This design comes from an exercise in tuning for small area on the open sky130 flow, not from production work. The RTL was checked by simulation tests, not by an equivalence proof against the original design.

==> flow/design.v (outline; a module is shown in full before it is edited, if it fits) <==
// module FFT: 121 lines
// module Twiddle: 999 lines
module FFT(
input clk,
input rst_n,
input in_valid,
input signed [11:0] din_r,
input signed [11:0] din_i,
output out_valid,
output signed [15:0] dout_r,
output signed [15:0] dout_i
);
  // ...
==> flow/flow/run.sh <==
#!/bin/bash
# The standard layout (standard.sh), with these changes:
# - synthesis: Yosys's early ABC pass (in synth's "fine" step) is skipped (SYNTH_ARGS=-noabc), so
#   the full adders written in the RTL reach extract_fa in their own polarity; the final ABC
#   mapping uses flow/area.abc (area-only mapping) through flow/synth_wrap.tcl, which otherwise
#   runs synth_recipe.tcl unchanged, so the registers and their names are the standard ones.
# - every port still gets its own buffer, but the smallest one (buf_1).
set -euo pipefail
here=$(pwd)
bash standard.sh SYNTH_ARGS=-noabc \
  "BUFFER_PORTS_ARGS=-buffer_cell sky130_fd_sc_hd__buf_1" \
  SYNTH_SCRIPT="$here/flow/synth_wrap.tcl" \
  FLOW_SYNTH_TCL="$here/synth_recipe.tcl" \
  AREA_ABC_SCRIPT="$here/flow/area.abc" \
  finish > flow_make.log 2>&1
==> flow/flow/area.abc <==
strash
dch
map -a
strash
dch
map -a
topo
dnsize -c
==> flow/flow/synth_wrap.tcl <==
# The standard flow's synthesis script (synth_recipe.tcl, which sources ORFS's synth.tcl) with one change:
# the final ABC technology mapping runs flow/area.abc, an area-only mapping script, in place of
# ORFS's abc_area.script. Everything else (passes, flattening, renaming, registers) is unchanged.
proc abc {args} {
  set i [lsearch $args -script]
  if {$i >= 0} { set args [lreplace $args $i [expr {$i + 1}] -script $::env(AREA_ABC_SCRIPT)] }
  yosys abc {*}$args
}
source $::env(FLOW_SYNTH_TCL)
==> flow/standard.sh <==
#!/bin/bash
# synth_recipe.tcl (not shown) runs the flow's synth.tcl, then flattens the netlist and writes it again
# the make line also repeats each setting of config.mk as NAME=value (left out here)
make -C /OpenROAD-flow-scripts/flow DESIGN_CONFIG=/design/flow/config.mk WORK_HOME=/design/flow/orfs CLKGATE_MAP_FILE= SYNTH_SCRIPT=/design/flow/synth_recipe.tcl "${@:-finish}"
==> flow/config.mk <==
export PLATFORM = sky130hd
export DESIGN_NAME = FFT
export DESIGN_NICKNAME = FFT
export VERILOG_FILES = /design/flow/design.v
export SDC_FILE = /design/flow/constraint.sdc
export NUM_CORES = 4
export LEC_CHECK = 0
export ABC_AREA = 1
export CAP_MARGIN = 10
export CORE_MARGIN = 2
export CORE_UTILIZATION = 40
export CTS_BUF_LIST = sky130_fd_sc_hd__clkbuf_16
export CTS_CLUSTER_DIAMETER = 100
export CTS_CLUSTER_SIZE = 27
export GPL_TIMING_DRIVEN = 0
export SLEW_MARGIN = 10
==> flow/constraint.sdc <==
create_clock -name core_clock -period 36.0 [get_ports {clk}]
set_input_delay 7.2000 -clock core_clock [delete_from_list [all_inputs] [get_ports {clk}]]
set_output_delay 7.2000 -clock core_clock [all_outputs]
set_load 0.01 [all_outputs]
==> impl_metrics.tcl, run 1 <==
set metrics [dict create \
    initial_core_util 0.405 \
    fin_util 0.445 \
    port-buffer-count 59 \
    synth_fp_nets 3992 \
    nNonClkBuffers 102 \
    cpMostUsedCell "fa_1" \
    wl_met1_um 46800 \
    final_common_cell "dfxtp_1" \
    seq_share 0.457 \
    antenna_cells 0 \
    cts_buffer_depth 3 \
    setup_viol 0 \
    row_count 117 \
    final_cell_area_um2 45400 \
    synth-compound-area-share 0.138 \
    place.detailed.hpwl_um 81100 \
    numPlacedInstances 4843 \
    status "no timing/DRC/antenna violations" \
    seq_cells 1034 \
    worstPathMaxFanout 15 \
    numCtsBuffers 45 \
    synth-simple-area-share 0.0460 \
    num-nonclk-inverters 318 \
    nets 4137 \
    dominant_cells "sequential cells" \
    setup_slack_ps 13180 \
    end_kind "flop" \
]
==> run 2, diff against run 1 <==
--- a/flow/config.mk
+++ b/flow/config.mk
@@ -13,4 +13,3 @@
 export CTS_CLUSTER_DIAMETER = 100
 export CTS_CLUSTER_SIZE = 27
-export GPL_TIMING_DRIVEN = 0
 export SLEW_MARGIN = 10
==> run 2 against run 1 <==
  * Non-clock buffer count increased by 49
  * Wire length rose by 4.6%
  * Clock-buffer cell count did not move
  * Critical path depth is 1 higher
  * Cell count up 0.96%
  * Setup slack improved by 1600 ps
  * Via count increased by 0.65%
  * Still clean on timing, DRC and antenna
  * Die area is the same
==> impl_metrics.tcl, run 2 <==
set metrics [dict create \
    clkLatencyLatePin_ps 630 \
    final_common_cell "dfxtp_1" \
    yosysSeqAreaShare 0.502 \
    grt_pass1_wl_um 176000 \
    hp-class "flop to flop" \
    period_share 0.589 \
    worstPathMaxFanout 15 \
    yosys.cell_types.count 29 \
    setup_viol 0 \
    syn_avg_cell_area_um2 12.2 \
    clkSinkCount 1034 \
    slew_violations 0 \
    core-area_um2 102000 \
    via_count 26900 \
    rsz0062_at_grt "false" \
    track_usage 0.220 \
    top_regs "R x1024, t x8" \
    num_io_pins 60 \
    yosys.area.top_type "dfxtp_1" \
    ys_seq_elements 1034 \
    skew_ps 30.1 \
    critPathLaunch "din_i[0]" \
    seqCellArea_um2 20800 \
    timing.hold.ws_ps 320 \
    synth_common_cells "dfxtp_1, fa_1, clkinv_1, nand2_1, o21ai_0" \
    die_h_um 325 \
    tightest_slew_ps 1160 \
    status "no timing/DRC/antenna violations" \
    antenna_cells 0 \
    required_ps 36500 \
    max_slew_margin 0.228 \
    largest_reg_flops 1024 \
    antenna_found_initial 5 \
    tns_ps 0 \
    drv_cap 0 \
    grt_start_max_net_pins 67 \
    hold_path.startpoint "R[20][19]" \
    crit_type "input port to flop" \
    synth_area_um2 41300 \
    cpMostUsedCell "fa_1" \
    cts_buffer_depth 3 \
    min_period_ps 21200 \
    grt_pass1_vias 27300 \
    crit_path_max_incr_delay_ps 540 \
    syn2layout_area_growth_pct 9.51 \
    wl_per_cell_um 23.4 \
    synth_fp_nets 3992 \
    async_flop_share 0.00967 \
    numPlacedInstances 4892 \
    synth_cells 3378 \
    cp_slowest_cell "fa_1" \
    overflow 0 \
    fin_cells 4945 \
    timing.fmax_mhz 47.2 \
    row_count 117 \
    end_kind "flop" \
    regMostFlops "R" \
    drt_first_pass_iters 7 \
    clk_pin_slew_worst_paths_ps 100 \
    tritoncts "yes" \
    gp_congestion 0.992 \
    final_cell_area_um2 45200 \
    finalWirelength_um 116000 \
    nets 4185 \
    synth_top_area_share 0.496 \
    fillerInstances 9470 \
    cts_root_buffer "clkbuf_16" \
    synth_warnings 2 \
    h-tree-depth 2 \
    cts_resized 0 \
    synth_edf_count 0 \
    ys.flop_type "dfxtp_1" \
    synthTopCellsByArea "dfxtp_1, fa_1, o221ai_1" \
    crit_arrival_ps 21700 \
    place_area_um2 44000 \
    numCtsBuffers 44 \
    layout-drive-gt1-share 0.0545 \
    finalHoldViolCount 0 \
    yosysMostFrequentCell "dfxtp_1" \
    initial_core_util 0.405 \
    postCtsSetupRepairBufs 0 \
    postCtsHoldBufs 0 \
    dieArea_um2 106000 \
    initialDrtViolationCount 2724 \
    final_antenna_net_count 0 \
    r2r-start "t[4]" \
    startpoint_type "input port" \
    final_cell_mix "dfxtp_1, fa_1, clkinv_1" \
    place.detailed.hpwl_um 84700 \
    vias_per_cell 5.44 \
    die_x_um 325 \
    drc_errors 0 \
    port-buffer-count 59 \
    multi_input_area_um2 19400 \
]
[run 2: cell types whose count changed in the layout (fill, tap and decap cells not counted), sizes merged]
cell | before | now
clkinv | 320 | 317
bufinv | 0 | 2
inv | 7 | 6
buf | 102 | 151
[run 2: worst max-delay path, delay by kind of cell]
kind                     cells  cell delay (ps)
adder cells (fa/ha/maj)     27            12240
AO/OA/AOI/OAI                6              790
buffers and inverters        3              700
XOR/XNOR                     4              640
AND/OR/NAND/NOR              1              120
[run 2: cell type report]
type                    count  area share
clock buffers              45      0.0249
clock inverters             7     0.00213
multi-input cells        2022       0.430
repair buffers            151      0.0204
flip-flops and latches   1034       0.459
inverters                 318      0.0264
well taps                1368      0.0378
[run 2: cells by family (layout without fill, tap and decap cells)]
group | Yosys count | after routing | share of synthesized area
XOR/XNOR | 38 | 38 | 0.00806
adder cells (fa/ha/maj) | 587 | 587 | 0.267
AND/OR/NAND/NOR | 496 | 496 | 0.0460
AO/OA/AOI/OAI | 869 | 869 | 0.138
flip-flops | 1034 | 1034 | 0.502
multiplexers | 32 | 32 | 0.00872
buffers and inverters | 322 | 521 | 0.0293
[run 2: per-stage QoR]
stage                util  setup WS (ps)
detailed placement  0.431          14080
CTS                 0.443          14770
finish              0.443          14800
floorplan               -          14740
global placement    0.431          14160
global route        0.443          14160
[run 2: final timing paths]
path,endpoint,slack [ps],cells after the start
setup / recovery,R[20][15],14800,41
hold / removal,R[21][19],320,0
setup reg to reg,R[20][15],20120,45
hold reg to reg,R[21][19],320,0
max in group asynchronous,osel,29070,1
min in group asynchronous,t[7],6540,1
[run 2: metal layers]
| layer | vias up | wire length, um | track usage |
|---|---|---|---|
| li1 | 12000 | - | - |
| met1 | 13300 | 47600 | 0.289 |
| met2 | 1239 | 52400 | 0.347 |
| met3 | 340 | 9910 | 0.0525 |
| met4 | 2 | 5920 | 0.0962 |
| met5 | - | 10 | 0 |
==> run 3, diff against run 2 <==
--- a/flow/flow/run.sh
+++ b/flow/flow/run.sh
@@ -3,5 +3,5 @@
 # - synthesis: Yosys's early ABC pass (in synth's "fine" step) is skipped (SYNTH_ARGS=-noabc), so
 #   the full adders written in the RTL reach extract_fa in their own polarity; the final ABC
-#   mapping uses flow/area.abc (area-only mapping) through flow/synth_wrap.tcl, which otherwise
+#   mapping uses flow/area.abc (area-oriented amap mapping) through flow/synth_wrap.tcl, which otherwise
 #   runs synth_recipe.tcl unchanged, so the registers and their names are the standard ones.
 # - every port still gets its own buffer, but the smallest one (buf_1).
==> flow/flow/area.abc (replaced) <==
strash
dch -f
amap
topo
dnsize -c
--- a/flow/flow/synth_wrap.tcl
+++ b/flow/flow/synth_wrap.tcl
@@ -1,4 +1,4 @@
 # The standard flow's synthesis script (synth_recipe.tcl, which sources ORFS's synth.tcl) with one change:
-# the final ABC technology mapping runs flow/area.abc, an area-only mapping script, in place of
+# the final ABC technology mapping runs flow/area.abc, an area-oriented mapping script (amap), in place of
 # ORFS's abc_area.script. Everything else (passes, flattening, renaming, registers) is unchanged.
 proc abc {args} {
--- a/flow/config.mk
+++ b/flow/config.mk
@@ -7,5 +7,5 @@
 export LEC_CHECK = 0
 export ABC_AREA = 1
-export CAP_MARGIN = 10
+export CAP_MARGIN = 0
 export CORE_MARGIN = 2
 export CORE_UTILIZATION = 40
@@ -13,3 +13,3 @@
 export CTS_CLUSTER_DIAMETER = 100
 export CTS_CLUSTER_SIZE = 27
-export SLEW_MARGIN = 10
+export SLEW_MARGIN = 0
==> run 3 against run 2 <==
  * Critical path type unchanged
  * Sequential cell count did not move
  * Critical endpoint is now R[24][15]
  * Largest cell class unchanged
  * Wire length rose by 2.3%
  * Maximum frequency fell by 3.5%
  * Still clean
  * Via count rose by 1.9%
==> impl_metrics.tcl, run 3 <==
set metrics [dict create \
    vias_per_cell 5.64 \
    clkLatencyLatePin_ps 640 \
    syn2layout_area_growth_pct 9.62 \
    initial_core_util 0.403 \
    antenna_found_initial 6 \
    finalHoldViolCount 0 \
    cp_slowest_cell "nor2_1" \
    crit_arrival_ps 22450 \
    postCtsSetupRepairBufs 0 \
    ys_seq_elements 1034 \
    timing.fmax_mhz 45.5 \
    num_io_pins 60 \
    end_kind "flop" \
    drv_cap 0 \
    synth_edf_count 0 \
    cts_buffer_depth 3 \
    setup_slack_ps 14030 \
    multi_input_area_um2 18900 \
    yosysMostFrequentCell "dfxtp_1" \
    crit_type "input port to flop" \
    place_worst_setup_slack_ps 13400 \
    yosys.area.top_type "dfxtp_1" \
    clk_pin_slew_worst_paths_ps 100 \
    synth_cells 3295 \
    period_share 0.610 \
    cts_resized 0 \
    initialDrtViolationCount 3189 \
    fin_util 0.442 \
    finalWirelength_um 119000 \
    grt_start_max_net_pins 66 \
    slew_violations 0 \
    place_area_um2 43700 \
    required_ps 36480 \
    row_count 117 \
    seqCellArea_um2 20800 \
    synth_fp_nets 3909 \
    top_regs "R x1024, t x8" \
    layout-drive-gt1-share 0.0479 \
    dieArea_um2 105000 \
    max_slew_margin 0.185 \
    fillerInstances 9427 \
    via_count 27400 \
    tightest_slew_ps 1220 \
    cpMostUsedCell "fa_1" \
    wl_per_cell_um 24.4 \
    grt_pass1_wl_um 179000 \
    status "no timing/DRC/antenna violations" \
    grt_pass1_vias 27700 \
    yosys.cell_types.count 33 \
    synth_warnings 2 \
    synth_area_um2 41000 \
    syn_avg_cell_area_um2 12.4 \
    track_usage 0.230 \
    numCtsBuffers 46 \
    regMostFlops "R" \
    gp_congestion 0.997 \
    setup_viol 0 \
    drt_first_pass_iters 9 \
    largest_reg_flops 1024 \
    tns_ps 0 \
    worstPathMaxFanout 16 \
    overflow 0 \
    min_period_ps 21970 \
    die_h_um 324 \
    final_cell_mix "dfxtp_1, fa_1, clkinv_1" \
    die_x_um 324 \
    ys.flop_type "dfxtp_1" \
    clkSinkCount 1034 \
    synth_top_area_share 0.500 \
    startpoint_type "input port" \
    place.detailed.hpwl_um 84400 \
    final_antenna_net_count 0 \
    drc_errors 0 \
    tritoncts "yes" \
    final_cell_area_um2 45000 \
    cts_root_buffer "clkbuf_16" \
    core-area_um2 102000 \
    synthTopCellsByArea "dfxtp_1, fa_1, o221ai_1" \
    hp-class "flop to flop" \
    skew_ps 34.7 \
    yosysSeqAreaShare 0.506 \
    synth_common_cells "dfxtp_1, fa_1, clkinv_1, nor2_1, o22ai_1" \
    port-buffer-count 59 \
    rsz0062_at_grt "false" \
    nets 4095 \
    final_common_cell "dfxtp_1" \
    postCtsHoldBufs 0 \
    crit_path_max_incr_delay_ps 820 \
    h-tree-depth 2 \
    async_flop_share 0.00967 \
]
==> run 3: worst paths after layout <==
kind / from / endpoint / slack, ps / cells past startpoint
setup / recovery: din_i[0] / R[24][15] / 14030 / 39
hold / removal: R[17][16] / R[18][16] / 300 / 0
setup reg to reg: t[7] / R[24][15] / 19090 / 44
hold reg to reg: R[17][16] / R[18][16] / 300 / 0
max in group asynchronous: rst_n / osel / 29040 / 1
min in group asynchronous: rst_n / t[7] / 6540 / 1
==> run 3: kinds of logic after synthesis <==
family,count (synthesis),share of synthesized area
AND/OR/NAND/NOR,414,0.0392
buffers and inverters,384,0.0351
AO/OA/AOI/OAI,875,0.150
XOR/XNOR,1,0.000214
flip-flops,1034,0.506
adder cells (fa/ha/maj),587,0.269
==> run 3: cell type report <==
class                   instances  share of cell area
clock buffers                  47              0.0262
inverters                     380              0.0318
well taps                    1368              0.0381
flip-flops and latches       1034               0.462
repair buffers                142              0.0188
multi-input cells            1877               0.421
diodes                          3            0.000167
clock inverters                 9             0.00225
==> run 3: per-stage QoR <==
step | cells | hold slack [ps]
floorplan | 3295 | 310
detailed placement | 4801 | 312
global placement | 4801 | 310
global route | 4858 | 294
CTS | 4857 | 302
finish | 4860 | 300
==> run 3: worst max-delay path: cells and delay by family <==
kind / cells / cell delay [ps]
AND/OR/NAND/NOR: 3 / 940
buffers and inverters: 2 / 750
adder cells (fa/ha/maj): 27 / 12250
AO/OA/AOI/OAI: 7 / 1270
==> run 3: metal layers <==
layer / up-vias / part of all wire / track usage
met1: 13600 / 0.40 / 0.300
met5: - / 0.00073 / 0
met2: 1438 / 0.45 / 0.360
met4: 12 / 0.051 / 0.104
li1: 12000 / - / -
met3: 333 / 0.099 / 0.0579
==> run 4, diff against run 3 <==
--- a/flow/config.mk
+++ b/flow/config.mk
@@ -7,5 +7,5 @@
 export LEC_CHECK = 0
 export ABC_AREA = 1
-export CAP_MARGIN = 0
+export CAP_MARGIN = 10
 export CORE_MARGIN = 2
 export CORE_UTILIZATION = 40
@@ -13,3 +13,3 @@
 export CTS_CLUSTER_DIAMETER = 100
 export CTS_CLUSTER_SIZE = 27
-export SLEW_MARGIN = 0
+export SLEW_MARGIN = 10
==> run 4 against run 3 <==
  * Core utilization stayed put
  * Non-clock buffer count stayed put
  * Synthesized cell count stayed put
  * Global-route usage stayed put
  * Via count stayed put
  * First-iteration DRC count stayed put
  * Register-to-register slack hardly changed
  * Sequential share of layout area stayed put
==> impl_metrics.tcl, run 4 <==
set metrics [dict create \
    regMostFlops "R" \
    synth_top_area_share 0.500 \
    dieArea_um2 105000 \
    antenna_found_initial 6 \
    gp_congestion 0.997 \
    cts_resized 0 \
    final_antenna_net_count 0 \
    required_ps 36480 \
    final_cell_area_um2 45000 \
    clkSinkCount 1034 \
    drv_cap 0 \
    grt_pass1_vias 27700 \
    place.detailed.hpwl_um 84400 \
    setup_viol 0 \
    vias_per_cell 5.64 \
    postCtsSetupRepairBufs 0 \
    synth_warnings 2 \
    clkLatencyLatePin_ps 640 \
    via_count 27400 \
    min_period_ps 21970 \
    max_slew_margin 0.185 \
    place_worst_setup_slack_ps 13400 \
    core-area_um2 102000 \
    die_h_um 324 \
    crit_path_max_incr_delay_ps 820 \
    top_regs "R x1024, t x8" \
    grt_start_max_net_pins 66 \
    nets 4095 \
    startpoint_type "input port" \
    initial_core_util 0.403 \
    cts_buffer_depth 3 \
    synth_cells 3295 \
    slew_violations 0 \
    numCtsBuffers 46 \
    async_flop_share 0.00967 \
    row_count 117 \
    port-buffer-count 59 \
    synth_edf_count 0 \
    rsz0062_at_grt "false" \
    grt_pass1_wl_um 179000 \
    synth_common_cells "dfxtp_1, fa_1, clkinv_1, nor2_1, o22ai_1" \
    initialDrtViolationCount 3189 \
    crit_arrival_ps 22450 \
    postCtsHoldBufs 0 \
    ys_seq_elements 1034 \
    cts_root_buffer "clkbuf_16" \
    ys.flop_type "dfxtp_1" \
    overflow 0 \
    cpMostUsedCell "fa_1" \
    tightest_slew_ps 1220 \
    finalWirelength_um 119000 \
    setup_slack_ps 14030 \
    tns_ps 0 \
    timing.fmax_mhz 45.5 \
    wl_per_cell_um 24.4 \
    fin_cells 4860 \
    h-tree-depth 2 \
    synth_area_um2 41000 \
    fillerInstances 9427 \
    end_kind "flop" \
    finalHoldViolCount 0 \
    hp-class "flop to flop" \
    track_usage 0.230 \
    yosysMostFrequentCell "dfxtp_1" \
    layout-drive-gt1-share 0.0479 \
    yosys.area.top_type "dfxtp_1" \
    cp_slowest_cell "nor2_1" \
    syn2layout_area_growth_pct 9.62 \
    yosys.cell_types.count 33 \
    die_x_um 324 \
    synth_fp_nets 3909 \
    drt_first_pass_iters 9 \
    skew_ps 34.7 \
    period_share 0.610 \
    final_common_cell "dfxtp_1" \
    timing.hold.ws_ps 300 \
    clk_pin_slew_worst_paths_ps 100 \
    crit_type "input port to flop" \
    status "no timing/DRC/antenna violations" \
    worstPathMaxFanout 16 \
    final_cell_mix "dfxtp_1, fa_1, clkinv_1" \
    synthTopCellsByArea "dfxtp_1, fa_1, o221ai_1" \
    numPlacedInstances 4801 \
    largest_reg_flops 1024 \
    fin_util 0.442 \
    yosysSeqAreaShare 0.506 \
    syn_avg_cell_area_um2 12.4 \
    drc_errors 0 \
    num_io_pins 60 \
    place_area_um2 43700 \
    tritoncts "yes" \
]
-- run 4: cell counts after synthesis --
Identical to the previous run, type by type.
-- run 4: per-layer routing --
metal	vias up	global-route usage	routed length [um]
met2	1438	0.360	53200
met4	12	0.104	6020
met1	13600	0.300	47500
li1	12000	-	-
met5	-	0	86
met3	333	0.0579	11800
-- run 4: final timing paths --
kind                           start         to  slack [ps]  depth (start not counted)
setup / recovery            din_i[0]  R[24][15]       14030                         39
hold reg to reg            R[17][16]  R[18][16]         300                          0
min in group asynchronous      rst_n       t[7]        6540                          1
max in group asynchronous      rst_n       osel       29040                          1
hold / removal             R[17][16]  R[18][16]         300                          0
setup reg to reg                t[7]  R[24][15]       19090                         44
-- run 4: final cells by class --
class / count / area, um2 / area share
sequential: 1034 / 20800 / 0.462
multi-input combinational: 1877 / 18900 / 0.421
tap: 1368 / 1710 / 0.0381
inverter: 380 / 1430 / 0.0318
clock buffer: 47 / 1180 / 0.0262
timing repair buffer: 142 / 845 / 0.0188
clock inverter: 9 / 101 / 0.00225
antenna: 3 / 7.51 / 0.000167
-- run 4: cells by family after synthesis --
family	after synthesis	share of synthesized area
XOR/XNOR	1	0.000214
buffers and inverters	384	0.0351
adder cells (fa/ha/maj)	587	0.269
AND/OR/NAND/NOR	414	0.0392
AO/OA/AOI/OAI	875	0.150
flip-flops	1034	0.506
-- run 4: worst max-delay path, delay by kind of cell --
kind	cells	cell delay (ps)
AO/OA/AOI/OAI	7	1270
AND/OR/NAND/NOR	3	940
buffers and inverters	2	750
adder cells (fa/ha/maj)	27	12250
==> run 5, diff against run 4 <==
--- a/flow/config.mk
+++ b/flow/config.mk
@@ -12,4 +12,4 @@
 export CTS_BUF_LIST = sky130_fd_sc_hd__clkbuf_16
 export CTS_CLUSTER_DIAMETER = 100
-export CTS_CLUSTER_SIZE = 27
+export CTS_CLUSTER_SIZE = 30
 export SLEW_MARGIN = 10
==> run 5 against run 4 <==
  * Maximum frequency hardly changed
  * Critical path type unchanged
  * Clock skew is 5.7 ps lower
  * First-iteration DRC count is 4.5% lower
  * Synthesized cell count stayed put
  * Die area stayed put
  * Non-clock buffer count stayed put
  * Setup slack better by 7.8 ps
==> impl_metrics.tcl, run 5 <==
set metrics [dict create \
    cts_resized 0 \
    synth_common_cells "dfxtp_1, fa_1, clkinv_1, nor2_1, o22ai_1" \
    die_x_um 324 \
    numCtsBuffers 41 \
    cpMostUsedCell "fa_1" \
    nets 4090 \
    max_slew_margin 0.189 \
    place.detailed.hpwl_um 84400 \
    crit_path_max_incr_delay_ps 820 \
    path_delay_family "adder cells" \
    track_usage 0.230 \
    synth_top_area_share 0.500 \
    end_kind "flop" \
    required_ps 36470 \
    ys_seq_elements 1034 \
    via_count 27300 \
    largest_reg_flops 1024 \
    cts_buffer_depth 3 \
    dieArea_um2 105000 \
    yosys.area.top_type "dfxtp_1" \
    yosysMostFrequentCell "dfxtp_1" \
    syn_avg_cell_area_um2 12.4 \
    synth_warnings 2 \
    grt_pass1_wl_um 179000 \
    syn2layout_area_growth_pct 9.21 \
    clkLatencyLatePin_ps 630 \
    crit_arrival_ps 22430 \
    crit_type "input port to flop" \
    synth_fp_nets 3909 \
    setup_viol 0 \
    num_io_pins 60 \
    skew_ps 29.1 \
    critPathCapture "R[24][15]" \
    vias_per_cell 5.64 \
    synth_area_um2 41000 \
    r2r_slack_ps 19170 \
    synth_xor_area_frac 0.000214 \
    initialDrtViolationCount 3047 \
    worstPathMaxFanout 16 \
    yosys.cell_types.count 33 \
    top_regs "R x1024, t x8" \
    synth_edf_count 0 \
    layout-drive-gt1-share 0.0457 \
    reg2reg_depth 44 \
    r2r-start "t[7]" \
    timing.fmax_mhz 45.5 \
    clkSinkCount 1034 \
    tightest_slew_ps 1210 \
    grt_start_max_net_pins 66 \
    synth_mux_area_frac 0 \
    async_flop_share 0.00967 \
    overflow 0 \
    wl_per_cell_um 24.4 \
    status "no timing/DRC/antenna violations" \
    synth_top_family_by_area "adder cells" \
    grt_pass1_vias 27600 \
    ys.flop_type "dfxtp_1" \
    core-area_um2 102000 \
    drt_first_pass_iters 7 \
    final_cell_mix "dfxtp_1, fa_1, clkinv_1" \
    path_depth 39 \
    slew_violations 0 \
    finalHoldViolCount 0 \
    startpoint_type "input port" \
    period_share 0.610 \
    antenna_cells 0 \
    min_period_ps 21960 \
    hp-class "flop to flop" \
    final_antenna_net_count 0 \
    initial_core_util 0.403 \
    yosysSeqAreaShare 0.506 \
    synthAdderAreaFrac 0.269 \
    antenna_found_initial 6 \
    die_h_um 324 \
    final_common_cell "dfxtp_1" \
    cp_num_buf_inv 2 \
    tns_ps 0 \
    critPathLaunch "din_i[0]" \
    rsz0062_at_grt "false" \
    timing.rr.end "R[24][15]" \
    synth-compound-area-share 0.150 \
    synth_cells 3295 \
    cts_root_buffer "clkbuf_16" \
    postCtsHoldBufs 0 \
    regMostFlops "R" \
    synthTopCellsByArea "dfxtp_1, fa_1, o221ai_1" \
    h-tree-depth 2 \
    drv_cap 0 \
    cp_slowest_cell "nor2_1" \
    drc_errors 0 \
    row_count 117 \
    port-buffer-count 59 \
    gp_congestion 0.997 \
    finalWirelength_um 118000 \
    synth-simple-area-share 0.0392 \
    postCtsSetupRepairBufs 0 \
    clk_pin_slew_worst_paths_ps 110 \
    tritoncts "yes" \
    whs_path_depth 0 \
]
[run 5: cell count changes in the layout (fill, tap and decap cells not counted)]
cell and change:
clkinv_16 -1, clkbuf_16 -6, inv_16 -1, diode_2 -3, inv_6 -3, clkinv_1 +1
clkinvlp_4 +1, inv_1 -1, clkinv_8 +1, inv_12 +1, clkinv_4 -2, inv_8 +1
bufinv_16 +1
[run 5: area by class of cell]
class / instances / area (um2)
inverters: 380 / 1430
repair buffers: 142 / 845
well taps: 1368 / 1710
flip-flops and latches: 1034 / 20800
clock buffers: 41 / 1030
multi-input cells: 1877 / 18900
fillers: 9424 / 57000
clock inverters: 7 / 88.8
[run 5: per-stage QoR]
stage / setup slack [ps] / cells / hold WS [ps] / utilization / cell area, um2
after CTS: 14130 / 4849 / 326 / 0.440 / 44800
after global routing: 13420 / 4849 / 331 / 0.440 / 44800
after floorplan: 14780 / 3295 / 310 / - / 41000
after global placement: 13500 / 4801 / 310 / 0.429 / 43700
after detailed placement: 13400 / 4801 / 312 / 0.429 / 43700
final: 14040 / 4849 / 325 / 0.440 / 44800
[run 5: layer usage]
layer	wire length, um	part of all wire	vias up	track usage
li1	-	-	12000	-
met3	11800	0.099	340	0.0591
met1	47100	0.40	13600	0.299
met5	103	0.00087	-	0
met4	6060	0.051	14	0.103
met2	53200	0.45	1446	0.361
[run 5: worst reg2reg max path: cells and delay by family (launching register included)]
kind / cells / cell delay, ps
buffers and inverters: 6 / 2350
flip-flops: 1 / 470
AND/OR/NAND/NOR: 11 / 3430
AO/OA/AOI/OAI: 9 / 1940
adder cells (fa/ha/maj): 18 / 8480
[run 5: worst min path at each step]
stage / startpoint / endpoint / slack, ps
finish: R[18][23] / R[19][23] / 320
CTS: R[5][27] / R[6][27] / 330
global route: R[22][13] / R[23][13] / 330
detailed placement: R[18][0] / R[19][0] / 310
floorplan: R[9][0] / R[10][0] / 310
global placement: R[22][1] / R[23][1] / 310
[run 5: kinds of logic after synthesis]
group / after synthesis
compound gates: 875
simple gates: 414
buf+inv: 384
flops: 1034
xor+xnor: 1
fa+ha+maj: 587
==> module FFT, before the edit <==
module FFT(
input clk,
input rst_n,
input in_valid,
input signed [11:0] din_r,
input signed [11:0] din_i,
output out_valid,
output signed [15:0] dout_r,
output signed [15:0] dout_i
);
reg [31:0] R [0:31];       
reg [7:0]  t;              
reg        ov;             
reg        osel;           
wire run = in_valid | (t != 8'd0);
wire [7:0] tn = t + 8'd1;
always @(posedge clk or negedge rst_n) begin
	if (!rst_n) begin
		t    <= 8'd0;
		ov   <= 1'b0;
		osel <= 1'b0;
	end else begin
		if (run && t != 8'd160) t <= tn;
		ov   <= (t >= 8'd106 && t < 8'd122) || (t >= 8'd139 && t < 8'd155);
		osel <= (t < 8'd122) ? t[0] : !t[0];
	end
end
assign out_valid = ov;
assign dout_r = osel ? R[27][31:16] : R[10][31:16];
assign dout_i = osel ? R[27][15:0]  : R[10][15:0];
function [15:0] radd(input [15:0] a, input [15:0] b, input ci);
	integer j;
	reg c;
	begin
		c = ci;
		for (j = 0; j < 16; j = j + 1) begin
			radd[j] = a[j] ^ b[j] ^ c;
			c = (a[j] & b[j]) | (a[j] & c) | (b[j] & c);
		end
	end
endfunction
function [31:0] cadd(input [31:0] a, input [31:0] b);
	cadd = {radd(a[31:16], b[31:16], 1'b0), radd(a[15:0], b[15:0], 1'b0)};
endfunction
function [31:0] csub(input [31:0] a, input [31:0] b);
	csub = {radd(a[31:16], ~b[31:16], 1'b1), radd(a[15:0], ~b[15:0], 1'b1)};
endfunction
function [15:0] nadd(input [15:0] a, input [15:0] b, input ci, input [4:0] w);
	integer j;
	reg c;
	begin
		c = ci;
		for (j = 0; j < 16; j = j + 1) begin
			if (j < w) begin
				nadd[j] = a[j] ^ b[j] ^ c;
				c = (a[j] & b[j]) | (a[j] & c) | (b[j] & c);
			end else
				nadd[j] = nadd[w - 1];
		end
	end
endfunction
function [31:0] nsum(input [31:0] a, input [31:0] b, input [4:0] w);
	nsum = {nadd(a[31:16], b[31:16], 1'b0, w), nadd(a[15:0], b[15:0], 1'b0, w)};
endfunction
function [31:0] ndif(input [31:0] a, input [31:0] b, input [4:0] w);
	ndif = {nadd(a[31:16], ~b[31:16], 1'b1, w), nadd(a[15:0], ~b[15:0], 1'b1, w)};
endfunction
wire [31:0] din = {{4{din_r[11]}}, din_r, {4{din_i[11]}}, din_i};
wire w_s1  = (t < 8'd32);
wire w2    = (t >= 8'd24) && (t < 8'd56);
wire w3    = (t >= 8'd52) && (t < 8'd84);
wire w4    = (t >= 8'd56) && (t < 8'd88);
wire w5    = (t >= 8'd58) && (t < 8'd90);
wire wB    = (t >= 8'd90) && (t < 8'd122);
wire [3:0] u90 = t[3:0] + 4'd6;     
wire s1_in = (t < 8'd16);
wire s1_bf = w_s1 && t[4];
wire bf2  = w2 && !t[3];
wire bf3  = w3 && !t[2];
wire bf4  = w4 && t[1];
wire w84  = w5 && (t[1:0] == 2'd1);
wire bf5  = w5 && t[0];
wire exB  = wB && u90[1] && !u90[3];
wire [31:0] d1 = ndif(R[15], din, 5'd13);
wire [31:0] d2 = ndif(R[31], R[23], 5'd15);
wire [31:0] d3 = csub(R[23], R[19]);
wire m1 = w_s1;
wire m2 = !m1 && (t < 8'd56);
wire m3 = !m1 && !m2;
wire [31:0] mz = ({32{m1}} & d1) | ({32{m2}} & d2) | ({32{m3}} & d3);
wire [3:0]  mk = m1 ? t[3:0] : (m2 ? {t[2:0], 1'b0} : {t[1:0], 2'b00});
wire [31:0] mo;
Twiddle TW(.k(mk), .z(mz), .o(mo));
wire [31:0] c1 = nsum(R[15], din, 5'd13);
wire [31:0] c2 = nsum(R[31], R[23], 5'd15);
wire [31:0] c3 = cadd(R[23], R[19]);
wire [31:0] fw3 = bf3 ? c3 : R[23];
wire [31:0] d4 = csub(R[25], fw3);
wire [31:0] c4 = cadd(R[25], fw3);
wire p4 = !bf4 && !w84;
wire [31:0] fw4 = ({32{bf4}} & c4) | ({32{w84}} & {R[25][15:0], radd(~R[25][31:16], 16'd0, 1'b1)}) | ({32{p4}} & R[25]);
wire [31:0] d5 = csub(R[26], fw4);
wire [31:0] c5 = cadd(R[26], fw4);
wire s0_mo = s1_bf;
wire s0_c2 = !s1_in && !s1_bf && bf2;
wire s0_p  = !s1_in && !s1_bf && !bf2;
wire s20_p = !bf3 && !exB;
wire s24_d = !bf2 && bf4;
wire s24_p = !bf2 && !bf4;
wire s26_p = !bf5 && !exB;
integer i;
always @(posedge clk) begin
	for (i = 1; i < 32; i = i + 1) R[i] <= R[i-1];
	R[0]  <= ({32{s1_in}} & din) | ({32{s0_mo}} & mo) | ({32{s0_c2}} & c2) | ({32{s0_p}} & R[31]);
	R[16] <= s1_bf ? c1 : R[15];
	R[20] <= ({32{bf3}} & mo) | ({32{exB}} & R[25]) | ({32{s20_p}} & R[19]);
	R[24] <= ({32{bf2}} & mo) | ({32{s24_d}} & d4) | ({32{s24_p}} & fw3);
	R[26] <= ({32{bf5}} & d5) | ({32{exB}} & R[19]) | ({32{s26_p}} & fw4);
	R[27] <= bf5 ? c5 : R[26];
end
endmodule
==> run 6, diff against run 5 <==
--- a/flow/design.v
+++ b/flow/design.v
@@ -99,7 +99,7 @@
 wire [31:0] c4 = cadd(R[25], fw3);
 wire p4 = !bf4 && !w84;
-wire [31:0] fw4 = ({32{bf4}} & c4) | ({32{w84}} & {R[25][15:0], radd(~R[25][31:16], 16'd0, 1'b1)}) | ({32{p4}} & R[25]);
-wire [31:0] d5 = csub(R[26], fw4);
-wire [31:0] c5 = cadd(R[26], fw4);
+wire [31:0] fw4 = ({32{bf4}} & c4) | ({32{w84}} & {R[25][15:0], ~R[25][31:16]}) | ({32{p4}} & R[25]);
+wire [31:0] d5 = {radd(R[26][31:16], ~fw4[31:16], 1'b1), radd(R[26][15:0], ~fw4[15:0], !w84)};
+wire [31:0] c5 = {radd(R[26][31:16], fw4[31:16], 1'b0), radd(R[26][15:0], fw4[15:0], w84)};
 wire s0_mo = s1_bf;
 wire s0_c2 = !s1_in && !s1_bf && bf2;
==> run 6 against run 5 <==
  * Clock skew fell by 3.4 ps
  * Synthesized cell count decreased by 0.94%
  * Still clean on timing, DRC and antenna
  * Critical endpoint is now R[20][31]
  * First-iteration DRC count is 7.1% higher
  * Die area shrank 0.36%
  * Core utilization down 0.078 points
  * Clock-buffer cell count stayed put
==> impl_metrics.tcl, run 6 <==
set metrics [dict create \
    status "no timing/DRC/antenna violations" \
    synthTopCellsByArea "dfxtp_1, fa_1, clkinv_1" \
    top_regs "R x1024, t x8" \
    startpoint_type "input port" \
    port-buffer-count 59 \
    vias_per_cell 5.60 \
    place.detailed.hpwl_um 81600 \
    tightest_slew_ps 1230 \
    synth_fp_nets 3864 \
    tns_ps 0 \
    clk_pin_slew_worst_paths_ps 120 \
    cts_buffer_depth 3 \
    cts_resized 0 \
    yosys.area.top_type "dfxtp_1" \
    clkSinkCount 1034 \
    antenna_found_initial 7 \
    die_x_um 324 \
    grt_pass1_vias 27200 \
    yosysSeqAreaShare 0.508 \
    fin_util 0.439 \
    overflow 0 \
    synth_warnings 2 \
    synth_cells 3264 \
    fin_cells 4820 \
    async_flop_share 0.00967 \
    numCtsBuffers 41 \
    wl_per_cell_um 23.6 \
    max_slew_margin 0.177 \
    track_usage 0.220 \
    gp_congestion 0.963 \
    ys.flop_type "dfxtp_1" \
    final_cell_mix "dfxtp_1, fa_1, clkinv_1" \
    dieArea_um2 105000 \
    slew_violations 0 \
    min_period_ps 21420 \
    syn_avg_cell_area_um2 12.5 \
    period_share 0.595 \
    die_h_um 324 \
    cpMostUsedCell "fa_1" \
    crit_type "input port to flop" \
    ys_seq_elements 1034 \
    row_count 117 \
    num_io_pins 60 \
    yosys.cell_types.count 36 \
    end_kind "flop" \
    nets 4044 \
    timing.fmax_mhz 46.7 \
    layout-drive-gt1-share 0.0447 \
    syn2layout_area_growth_pct 9.25 \
    crit_path_max_incr_delay_ps 840 \
    hp-class "flop to flop" \
    final_antenna_net_count 0 \
    synth_top_area_share 0.502 \
    numPlacedInstances 4769 \
    drt_first_pass_iters 11 \
    synth_area_um2 40900 \
    drv_cap 0 \
    via_count 27000 \
    h-tree-depth 2 \
    worstPathMaxFanout 15 \
    setup_viol 0 \
    initialDrtViolationCount 3262 \
    skew_ps 25.6 \
    drc_errors 0 \
    grt_pass1_wl_um 173000 \
    postCtsSetupRepairBufs 0 \
    crit_arrival_ps 21910 \
    postCtsHoldBufs 0 \
    regMostFlops "R" \
    tritoncts "yes" \
    clkLatencyLatePin_ps 620 \
    finalHoldViolCount 0 \
    grt_start_max_net_pins 55 \
    finalWirelength_um 114000 \
    synth_edf_count 0 \
    required_ps 36480 \
    timing.hold.ws_ps 319 \
    synth_common_cells "dfxtp_1, fa_1, clkinv_1, nor2_1, o22ai_1" \
    initial_core_util 0.402 \
    core-area_um2 102000 \
    cp_slowest_cell "nor2_1" \
    yosysMostFrequentCell "dfxtp_1" \
    rsz0062_at_grt "false" \
    cts_root_buffer "clkbuf_16" \
    final_common_cell "dfxtp_1" \
    largest_reg_flops 1024 \
]
run 6: changes by cell type in the layout (fill, tap and decap cells not counted), moves of 7 or more:
cell,delta
nor2_1,-16
o221ai_1,-35
nand2_1,-19
o21ai_0,+15
o211ai_1,+8
ha_1,-17
a22oi_1,-7
nor2_2,-8
a222oi_1,+22
o22a_1,+13
run 6: final timing paths:
kind	from	endpoint	slack [ps]	cells after the start
hold / removal	R[22][15]	R[23][15]	320	0
setup reg to reg	t[7]	R[20][31]	18490	41
setup / recovery	din_i[0]	R[20][31]	14580	35
hold reg to reg	R[22][15]	R[23][15]	320	0
min in group asynchronous	rst_n	t[4]	6580	1
max in group asynchronous	rst_n	osel	28960	1
run 6: worst max-delay path, delay by kind of cell:
kind | cells | cell delay (ps)
fa+ha+maj | 27 | 12000
simple gates | 1 | 840
compound gates | 5 | 1030
buf+inv | 2 | 820
run 6: layer usage:
metal,global-route usage,part of all wire,vias up
met5,0,0.00024,-
met4,0.0830,0.043,4
met3,0.0504,0.10,300
met2,0.346,0.45,1497
met1,0.295,0.41,13300
li1,-,-,11900
run 6: cells by family after synthesis:
logic type,count (synthesis),share of synthesized area
buffers and inverters,387,0.0355
XOR/XNOR,5,0.00107
adder cells (fa/ha/maj),573,0.267
AO/OA/AOI/OAI,887,0.153
flip-flops,1034,0.508
AND/OR/NAND/NOR,378,0.0363
run 6: layout make-up:
class	instances	area, um2
clock inverters	6	87.6
well taps	1368	1710
clock buffers	41	1030
inverters	383	1440
repair buffers	141	837
multi-input cells	1843	18800
fillers	9546	56900
flip-flops and latches	1034	20800
diodes	4	10.0
run 6: stage by stage:
stage	instance area (um2)	setup slack, ps
5_1_grt	44600	13950
2_1_floorplan	40900	15280
4_1_cts	44600	14610
3_3_place_gp	43500	14120
3_5_place_dp	43500	13930
6_report	44600	14580
==> run 7, diff against run 6 <==
--- a/flow/design.v
+++ b/flow/design.v
@@ -82,18 +82,15 @@
 wire bf5  = w5 && t[0];
 wire exB  = wB && u90[1] && !u90[3];
-wire [31:0] d1 = ndif(R[15], din, 5'd13);
-wire [31:0] d2 = ndif(R[31], R[23], 5'd15);
-wire [31:0] d3 = csub(R[23], R[19]);
 wire m1 = w_s1;
 wire m2 = !m1 && (t < 8'd56);
 wire m3 = !m1 && !m2;
-wire [31:0] mz = ({32{m1}} & d1) | ({32{m2}} & d2) | ({32{m3}} & d3);
+wire [31:0] mx = ({32{m1}} & R[15]) | ({32{m2}} & R[31]) | ({32{m3}} & R[23]);
+wire [31:0] my = ({32{m1}} & din)   | ({32{m2}} & R[23]) | ({32{m3}} & R[19]);
+wire [31:0] mz = csub(mx, my);
 wire [3:0]  mk = m1 ? t[3:0] : (m2 ? {t[2:0], 1'b0} : {t[1:0], 2'b00});
 wire [31:0] mo;
 Twiddle TW(.k(mk), .z(mz), .o(mo));
-wire [31:0] c1 = nsum(R[15], din, 5'd13);
-wire [31:0] c2 = nsum(R[31], R[23], 5'd15);
-wire [31:0] c3 = cadd(R[23], R[19]);
-wire [31:0] fw3 = bf3 ? c3 : R[23];
+wire [31:0] ms = cadd(mx, my);
+wire [31:0] fw3 = bf3 ? ms : R[23];
 wire [31:0] d4 = csub(R[25], fw3);
 wire [31:0] c4 = cadd(R[25], fw3);
@@ -112,6 +109,6 @@
 always @(posedge clk) begin
 	for (i = 1; i < 32; i = i + 1) R[i] <= R[i-1];
-	R[0]  <= ({32{s1_in}} & din) | ({32{s0_mo}} & mo) | ({32{s0_c2}} & c2) | ({32{s0_p}} & R[31]);
-	R[16] <= s1_bf ? c1 : R[15];
+	R[0]  <= ({32{s1_in}} & din) | ({32{s0_mo}} & mo) | ({32{s0_c2}} & ms) | ({32{s0_p}} & R[31]);
+	R[16] <= s1_bf ? ms : R[15];
 	R[20] <= ({32{bf3}} & mo) | ({32{exB}} & R[25]) | ({32{s20_p}} & R[19]);
 	R[24] <= ({32{bf2}} & mo) | ({32{s24_d}} & d4) | ({32{s24_p}} & fw3);
==> run 7 against run 6 <==
  * Non-clock buffer count is 18 lower
  * Area after synthesis is 4.6% lower
  * Clock skew is 3.4 ps higher
  * Wire length is 3.3% lower
  * Maximum frequency is 3.7% lower
  * Sequential share of layout area is 2.2 points higher
  * Final area is 4.5% lower
  * Highest routed layer unchanged
==> impl_metrics.tcl, run 7 <==
set metrics [dict create \
    clkSinkCount 1034 \
    place.detailed.hpwl_um 75600 \
    max_slew_margin 0.143 \
    yosys.cell_types.count 34 \
    postCtsSetupRepairBufs 0 \
    core-area_um2 96600 \
    tightest_slew_ps 1280 \
    synth_cells 3058 \
    cp_num_buf_inv 3 \
    die_x_um 316 \
    setup_viol 0 \
    grt_start_max_net_pins 64 \
    min_period_ps 22240 \
    startpoint_type "input port" \
    syn_avg_cell_area_um2 12.7 \
    synth_edf_count 0 \
    largest_reg_flops 1024 \
    ys.flop_type "dfxtp_1" \
    antenna_found_initial 2 \
    final_common_cell "dfxtp_1" \
    syn2layout_area_growth_pct 9.41 \
    slew_violations 0 \
    drv_cap 0 \
    numCtsBuffers 41 \
    drc_errors 0 \
    gp_congestion 0.936 \
    drt_first_pass_iters 10 \
    cp_slowest_cell "fa_1" \
    finalWirelength_um 110000 \
    cts_resized 0 \
    initial_core_util 0.404 \
    dieArea_um2 100000 \
    nets 3716 \
    cpMostUsedCell "fa_1" \
    antenna_cells 0 \
    ys_seq_elements 1034 \
    tritoncts "yes" \
    worstPathMaxFanout 15 \
    hp-class "flop to flop" \
    die_h_um 316 \
    skew_ps 29.0 \
    top_regs "R x1024, t x8" \
    synth_common_cells "dfxtp_1, fa_1, clkinv_1, o221ai_1, a222oi_1" \
    overflow 0 \
    synth_top_area_share 0.526 \
    clkLatencyLatePin_ps 650 \
    required_ps 36540 \
    yosys.area.top_type "dfxtp_1" \
    timing.fmax_mhz 45.0 \
    num_io_pins 60 \
    final_antenna_net_count 0 \
    final_cell_mix "dfxtp_1, fa_1, clkinv_1" \
    regMostFlops "R" \
    async_flop_share 0.00967 \
    vias_per_cell 5.84 \
    cts_buffer_depth 3 \
    end_kind "flop" \
    crit_path_max_incr_delay_ps 890 \
    yosysMostFrequentCell "dfxtp_1" \
    synth_warnings 2 \
    track_usage 0.221 \
    postCtsHoldBufs 0 \
    yosysSeqAreaShare 0.532 \
    status "no timing/DRC/antenna violations" \
    critPathLaunch "din_i[0]" \
    timing.hold.ws_ps 313 \
    synth_fp_nets 3550 \
    synth_area_um2 39000 \
    fillerInstances 8932 \
    finalHoldViolCount 0 \
    grt_pass1_wl_um 167000 \
    h-tree-depth 2 \
    r2r-start "t[7]" \
    crit_type "input port to flop" \
    clk_pin_slew_worst_paths_ps 120 \
    path_delay_family "adder cells" \
    via_count 26300 \
    initialDrtViolationCount 3438 \
    period_share 0.618 \
    cts_root_buffer "clkbuf_16" \
    crit_arrival_ps 22790 \
    rsz0062_at_grt "false" \
    hold_path.startpoint "R[14][28]" \
    wl_per_cell_um 24.4 \
    port-buffer-count 59 \
    grt_pass1_vias 26400 \
    layout-drive-gt1-share 0.0464 \
    tns_ps 0 \
    row_count 114 \
    synthTopCellsByArea "dfxtp_1, fa_1, o221ai_1" \
]
## run 7: cell types whose count changed after synthesis, moves of 30 or more
| cell | before | now |
|---|---|---|
| a21oi_1 | 111 | 81 |
| a222oi_1 | 110 | 157 |
| a22oi_1 | 20 | 87 |
| fa_1 | 496 | 400 |
| nor2_1 | 233 | 138 |
| o21ai_0 | 172 | 82 |
| o221ai_1 | 162 | 209 |
| o22ai_1 | 212 | 151 |
## run 7: metrics by stage
stage	utilization	cell area (um2)	setup WS [ps]	std cells
3_3_place_gp	0.429	41400	13210	4457
2_1_floorplan	-	39000	13330	3058
3_5_place_dp	0.429	41400	13040	4457
6_report	0.442	42600	13760	4508
4_1_cts	0.442	42600	13750	4508
5_1_grt	0.442	42600	13000	4508
## run 7: cell families (layout without fill, tap and decap cells)
logic type	after synthesis	in the layout	synth area share
and+or+nand+nor	325	325	0.0331
adders and majority gates	465	465	0.226
AOI/OAI and AO/OA	876	876	0.173
xor gates and xnor gates	4	4	0.000899
DFF	1034	1034	0.532
buffers and inverters	354	528	0.0341
## run 7: worst paths after layout
kind	to	slack (ps)	depth (start not counted)
max in group asynchronous	osel	29020	1
setup / recovery	R[0][15]	13760	42
hold reg to reg	R[15][28]	310	0
min in group asynchronous	ov	6530	1
setup reg to reg	R[0][15]	17920	50
hold / removal	R[15][28]	310	0
## run 7: cell type report
type	instances	area [um2]	area share
clock inverter	8	124	0.00290
inverter	354	1330	0.0312
timing repair buffer	123	714	0.0168
sequential	1034	20800	0.487
tap	1276	1600	0.0374
clock buffer	43	1080	0.0252
multi-input combinational	1670	17100	0.400
## run 7: metal layers
layer	routed length (um)	global-route usage	vias up	part of all wire
li1	-	-	11500	-
met1	47000	0.307	13100	0.43
met2	48400	0.339	1431	0.44
met3	10400	0.0480	316	0.095
met4	4340	0.0814	2	0.039
met5	11	0	-	0.00010
==> run 8, diff against run 7 <==
--- a/flow/design.v
+++ b/flow/design.v
@@ -22,11 +22,11 @@
 	end else begin
 		if (run && t != 8'd160) t <= tn;
-		ov   <= (t >= 8'd106 && t < 8'd122) || (t >= 8'd139 && t < 8'd155);
-		osel <= (t < 8'd122) ? t[0] : !t[0];
+		ov   <= (t >= 8'd110 && t < 8'd126) || (t >= 8'd143 && t < 8'd159);
+		osel <= (t < 8'd126) ? t[0] : !t[0];
 	end
 end
 assign out_valid = ov;
-assign dout_r = osel ? R[27][31:16] : R[10][31:16];
-assign dout_i = osel ? R[27][15:0]  : R[10][15:0];
+assign dout_r = osel ? R[31][31:16] : R[14][31:16];
+assign dout_i = osel ? R[31][15:0]  : R[14][15:0];
 function [15:0] radd(input [15:0] a, input [15:0] b, input ci);
 	integer j;
@@ -69,22 +69,22 @@
 wire w_s1  = (t < 8'd32);
 wire w2    = (t >= 8'd24) && (t < 8'd56);
-wire w3    = (t >= 8'd52) && (t < 8'd84);
-wire w4    = (t >= 8'd56) && (t < 8'd88);
-wire w5    = (t >= 8'd58) && (t < 8'd90);
-wire wB    = (t >= 8'd90) && (t < 8'd122);
-wire [3:0] u90 = t[3:0] + 4'd6;     
+wire w3    = (t >= 8'd56) && (t < 8'd88);
+wire w4    = (t >= 8'd60) && (t < 8'd92);
+wire w5    = (t >= 8'd62) && (t < 8'd94);
+wire wB    = (t >= 8'd94) && (t < 8'd126);
+wire [3:0] u94 = t[3:0] + 4'd2;     
 wire s1_in = (t < 8'd16);
 wire s1_bf = w_s1 && t[4];
 wire bf2  = w2 && !t[3];
-wire bf3  = w3 && !t[2];
+wire bf3  = w3 && t[2];
 wire bf4  = w4 && t[1];
 wire w84  = w5 && (t[1:0] == 2'd1);
 wire bf5  = w5 && t[0];
-wire exB  = wB && u90[1] && !u90[3];
+wire exB  = wB && u94[1] && !u94[3];
 wire m1 = w_s1;
 wire m2 = !m1 && (t < 8'd56);
 wire m3 = !m1 && !m2;
-wire [31:0] mx = ({32{m1}} & R[15]) | ({32{m2}} & R[31]) | ({32{m3}} & R[23]);
-wire [31:0] my = ({32{m1}} & din)   | ({32{m2}} & R[23]) | ({32{m3}} & R[19]);
+wire [31:0] mx = ({32{s1_bf}} & R[15]) | ({32{m2}} & R[31]) | ({32{m3}} & R[27]);
+wire [31:0] my = m1 ? din : R[23];
 wire [31:0] mz = csub(mx, my);
 wire [3:0]  mk = m1 ? t[3:0] : (m2 ? {t[2:0], 1'b0} : {t[1:0], 2'b00});
@@ -92,27 +92,26 @@
 Twiddle TW(.k(mk), .z(mz), .o(mo));
 wire [31:0] ms = cadd(mx, my);
-wire [31:0] fw3 = bf3 ? ms : R[23];
-wire [31:0] d4 = csub(R[25], fw3);
-wire [31:0] c4 = cadd(R[25], fw3);
+wire [31:0] fw3 = bf3 ? ms : R[27];
+wire [31:0] d4 = csub(R[29], fw3);
+wire [31:0] c4 = cadd(R[29], fw3);
 wire p4 = !bf4 && !w84;
-wire [31:0] fw4 = ({32{bf4}} & c4) | ({32{w84}} & {R[25][15:0], ~R[25][31:16]}) | ({32{p4}} & R[25]);
-wire [31:0] d5 = {radd(R[26][31:16], ~fw4[31:16], 1'b1), radd(R[26][15:0], ~fw4[15:0], !w84)};
-wire [31:0] c5 = {radd(R[26][31:16], fw4[31:16], 1'b0), radd(R[26][15:0], fw4[15:0], w84)};
+wire [31:0] fw4 = ({32{bf4}} & c4) | ({32{w84}} & {R[29][15:0], ~R[29][31:16]}) | ({32{p4}} & R[29]);
+wire [31:0] d5 = {radd(R[30][31:16], ~fw4[31:16], 1'b1), radd(R[30][15:0], ~fw4[15:0], !w84)};
+wire [31:0] c5 = {radd(R[30][31:16], fw4[31:16], 1'b0), radd(R[30][15:0], fw4[15:0], w84)};
 wire s0_mo = s1_bf;
-wire s0_c2 = !s1_in && !s1_bf && bf2;
+wire s0_ms = s1_in || bf2;
 wire s0_p  = !s1_in && !s1_bf && !bf2;
-wire s20_p = !bf3 && !exB;
-wire s24_d = !bf2 && bf4;
-wire s24_p = !bf2 && !bf4;
-wire s26_p = !bf5 && !exB;
+wire s24_m = bf2 || bf3;
+wire s24_p = !s24_m && !exB;
+wire s30_p = !bf5 && !exB;
 integer i;
 always @(posedge clk) begin
 	for (i = 1; i < 32; i = i + 1) R[i] <= R[i-1];
-	R[0]  <= ({32{s1_in}} & din) | ({32{s0_mo}} & mo) | ({32{s0_c2}} & ms) | ({32{s0_p}} & R[31]);
+	R[0]  <= ({32{s0_mo}} & mo) | ({32{s0_ms}} & ms) | ({32{s0_p}} & R[31]);
 	R[16] <= s1_bf ? ms : R[15];
-	R[20] <= ({32{bf3}} & mo) | ({32{exB}} & R[25]) | ({32{s20_p}} & R[19]);
-	R[24] <= ({32{bf2}} & mo) | ({32{s24_d}} & d4) | ({32{s24_p}} & fw3);
-	R[26] <= ({32{bf5}} & d5) | ({32{exB}} & R[19]) | ({32{s26_p}} & fw4);
-	R[27] <= bf5 ? c5 : R[26];
+	R[24] <= ({32{s24_m}} & mo) | ({32{exB}} & R[29]) | ({32{s24_p}} & R[23]);
+	R[28] <= bf4 ? d4 : fw3;
+	R[30] <= ({32{bf5}} & d5) | ({32{exB}} & R[23]) | ({32{s30_p}} & fw4);
+	R[31] <= bf5 ? c5 : R[30];
 end
 endmodule
==> run 8 against run 7 <==
  * Clock skew up 4.7 ps
  * Final area down 1.2%
  * Highest routed layer unchanged
  * Register-to-register slack improved by 1000 ps
  * Wire length shrank 1.6%
  * Still clean
==> impl_metrics.tcl, run 8 <==
set metrics [dict create \
    cts_resized 0 \
    startpoint_type "input port" \
    cts_buffer_depth 3 \
    clkSinkCount 1034 \
    synth_mux_area_frac 0 \
    vias_per_cell 5.78 \
    final_antenna_net_count 0 \
    synth_area_um2 38500 \
    synth_common_cells "dfxtp_1, fa_1, clkinv_1, nor2_1, a222oi_1" \
    wl_per_cell_um 24.4 \
    synth_xor_area_frac 0.000911 \
    drc_errors 0 \
    status "no timing/DRC/antenna violations" \
    ys.flop_type "dfxtp_1" \
    regMostFlops "R" \
    skew_ps 33.7 \
    die_x_um 314 \
    clkLatencyLatePin_ps 640 \
    tritoncts "yes" \
    synth-simple-area-share 0.0309 \
    top_regs "R x1024, t x8" \
    syn_avg_cell_area_um2 12.9 \
    synth_top_family_by_area "adder cells" \
    track_usage 0.222 \
    required_ps 36490 \
    crit_arrival_ps 22040 \
    synth_cells 2994 \
    final_cell_mix "dfxtp_1, fa_1, clkinv_1" \
    setup_viol 0 \
    grt_start_max_net_pins 49 \
    tightest_slew_ps 1090 \
    timing.fmax_mhz 46.4 \
    clk_pin_slew_worst_paths_ps 110 \
    yosysSeqAreaShare 0.539 \
    reg2reg_depth 44 \
    final_common_cell "dfxtp_1" \
    port-buffer-count 59 \
    max_slew_margin 0.270 \
    hp-class "flop to flop" \
    synth_top_area_share 0.533 \
    dieArea_um2 98700 \
    place_worst_setup_slack_ps 13810 \
    crit_path_max_incr_delay_ps 860 \
    gp_congestion 0.992 \
    initial_core_util 0.404 \
    rsz0062_at_grt "false" \
    place.detailed.hpwl_um 77200 \
    postCtsHoldBufs 0 \
    cts_root_buffer "clkbuf_16" \
    layout-drive-gt1-share 0.0442 \
    synth_warnings 2 \
    crit_type "input port to flop" \
    postCtsSetupRepairBufs 0 \
    cpMostUsedCell "fa_1" \
    synthTopCellsByArea "dfxtp_1, fa_1, a222oi_1" \
    end_kind "flop" \
    grt_pass1_wl_um 165000 \
    numCtsBuffers 43 \
    synthAdderAreaFrac 0.229 \
    syn2layout_area_growth_pct 9.46 \
    antenna_found_initial 1 \
    grt_pass1_vias 25600 \
    whs_path_depth 0 \
    die_h_um 314 \
    setup_slack_ps 14460 \
    finalHoldViolCount 0 \
    drv_cap 0 \
    core-area_um2 95200 \
    num_io_pins 60 \
    worstPathMaxFanout 15 \
    slew_violations 0 \
    yosys.area.top_type "dfxtp_1" \
    largest_reg_flops 1024 \
    nets 3650 \
    tns_ps 0 \
    synth_edf_count 0 \
    drt_first_pass_iters 11 \
    yosys.cell_types.count 30 \
    period_share 0.598 \
    antenna_cells 0 \
    h-tree-depth 2 \
    via_count 25600 \
    synth_fp_nets 3486 \
    async_flop_share 0.00967 \
    initialDrtViolationCount 4181 \
    min_period_ps 21540 \
    row_count 113 \
    synth-compound-area-share 0.169 \
    ys_seq_elements 1034 \
    yosysMostFrequentCell "dfxtp_1" \
    overflow 0 \
    finalWirelength_um 108000 \
    cp_slowest_cell "fa_1" \
]
-- run 8: changes by cell type in the layout (fill, tap and decap cells not counted), sizes merged, moves of 23 or more --
| cell | previous run | this run |
|---|---|---|
| nand3 | 28 | 5 |
| nor2 | 138 | 198 |
| o21ai | 82 | 125 |
| o22a | 54 | 115 |
| a21oi | 81 | 131 |
| o221ai | 209 | 147 |
| o22ai | 151 | 121 |
| clkinv | 352 | 314 |
| a22oi | 87 | 39 |
| nand2 | 139 | 87 |
-- run 8: routing by layer --
layer,vias up,global-route usage,share of wire
met5,-,0,0.00012
met2,1463,0.327,0.42
met1,12700,0.311,0.42
li1,11200,-,-
met4,2,0.103,0.056
met3,310,0.0481,0.098
-- run 8: path summary, 6_finish.rpt --
path | from | to | slack [ps]
min reg2reg | R[28][4] | R[29][4] | 320
max | din_i[0] | R[24][31] | 14460
min in group asynchronous | rst_n | t[6] | 6520
max reg2reg | t[6] | R[24][31] | 18970
min | R[28][4] | R[29][4] | 320
max in group asynchronous | rst_n | ov | 29100
-- run 8: layout make-up --
| cell class | count | area [um2] |
|---|---|---|
| Timing Repair Buffer | 119 | 672 |
| Multi-Input combinational cell | 1645 | 16700 |
| Clock inverter | 10 | 128 |
| Inverter | 315 | 1180 |
| Tap cell | 1265 | 1580 |
| Sequential cell | 1034 | 20700 |
| Clock buffer | 45 | 1130 |
| Fill cell | 8725 | 53000 |
-- run 8: cell families (layout without fill, tap and decap cells) --
logic type	Yosys count	count (layout)
compound gates	869	869
xor+xnor	4	4
simple gates	307	307
buf+inv	315	489
fa+ha+maj	465	465
flops	1034	1034
-- run 8: critical path, delay by kind of cell --
family | cells | cell delay, ps
fa+ha+maj | 27 | 12530
compound gates | 7 | 1370
buf+inv | 2 | 570
xor+xnor | 1 | 210
simple gates | 2 | 130
-- run 8: stage by stage --
stage	hold slack, ps	instance area, um2	utilization	instances
after floorplan	310	38500	-	2994
after global placement	310	40900	0.429	4378
after detailed placement	312	40900	0.429	4378
after CTS	319	42100	0.443	4433
after global routing	317	42100	0.443	4433
final	317	42100	0.443	4433

==> re-timing with driven ports <==
Ports are ideal in the flow. The routed layouts listed here were re-timed in OpenROAD.
Step 1, drivers: a clkbuf_16 drives clk and a buf_2 each remaining input, both assumed.
Step 2 times the ports against the registers' clock, not the clock port: input delays grow and output delays shrink by t, the midpoint of the rising clock arrivals with the driver on.
a / b / c = ideal / step 1 / step 2; a / b = the first two.
| run | t (ns) | slack for setup (ns) | latest minus earliest clock arrival (ns) |
|---|---|---|---|
| run 1 | 0.685 | 13.181 / 13.221 / 12.536 | 0.041 / 0.041 |
| run 2 | 0.683 | 14.798 / 14.845 / 14.161 | 0.031 / 0.031 |
| run 3 | 0.680 | 14.031 / 14.073 / 13.393 | 0.049 / 0.048 |
| run 4 | 0.680 | 14.031 / 14.073 / 13.393 | 0.049 / 0.048 |
| run 5 | 0.683 | 14.039 / 14.083 / 13.400 | 0.031 / 0.031 |
| run 6 | 0.667 | 14.576 / 14.599 / 13.931 | 0.027 / 0.027 |
| run 7 | 0.699 | 13.755 / 13.776 / 13.078 | 0.029 / 0.029 |
| run 8 | 0.693 | 14.458 / 14.509 / 13.816 | 0.035 / 0.034 |
After both steps setup and hold are still met in every run listed. The setup slack of run 7, which loses most, moves by +0.021 ns with the drivers and by -0.677 ns with both steps.
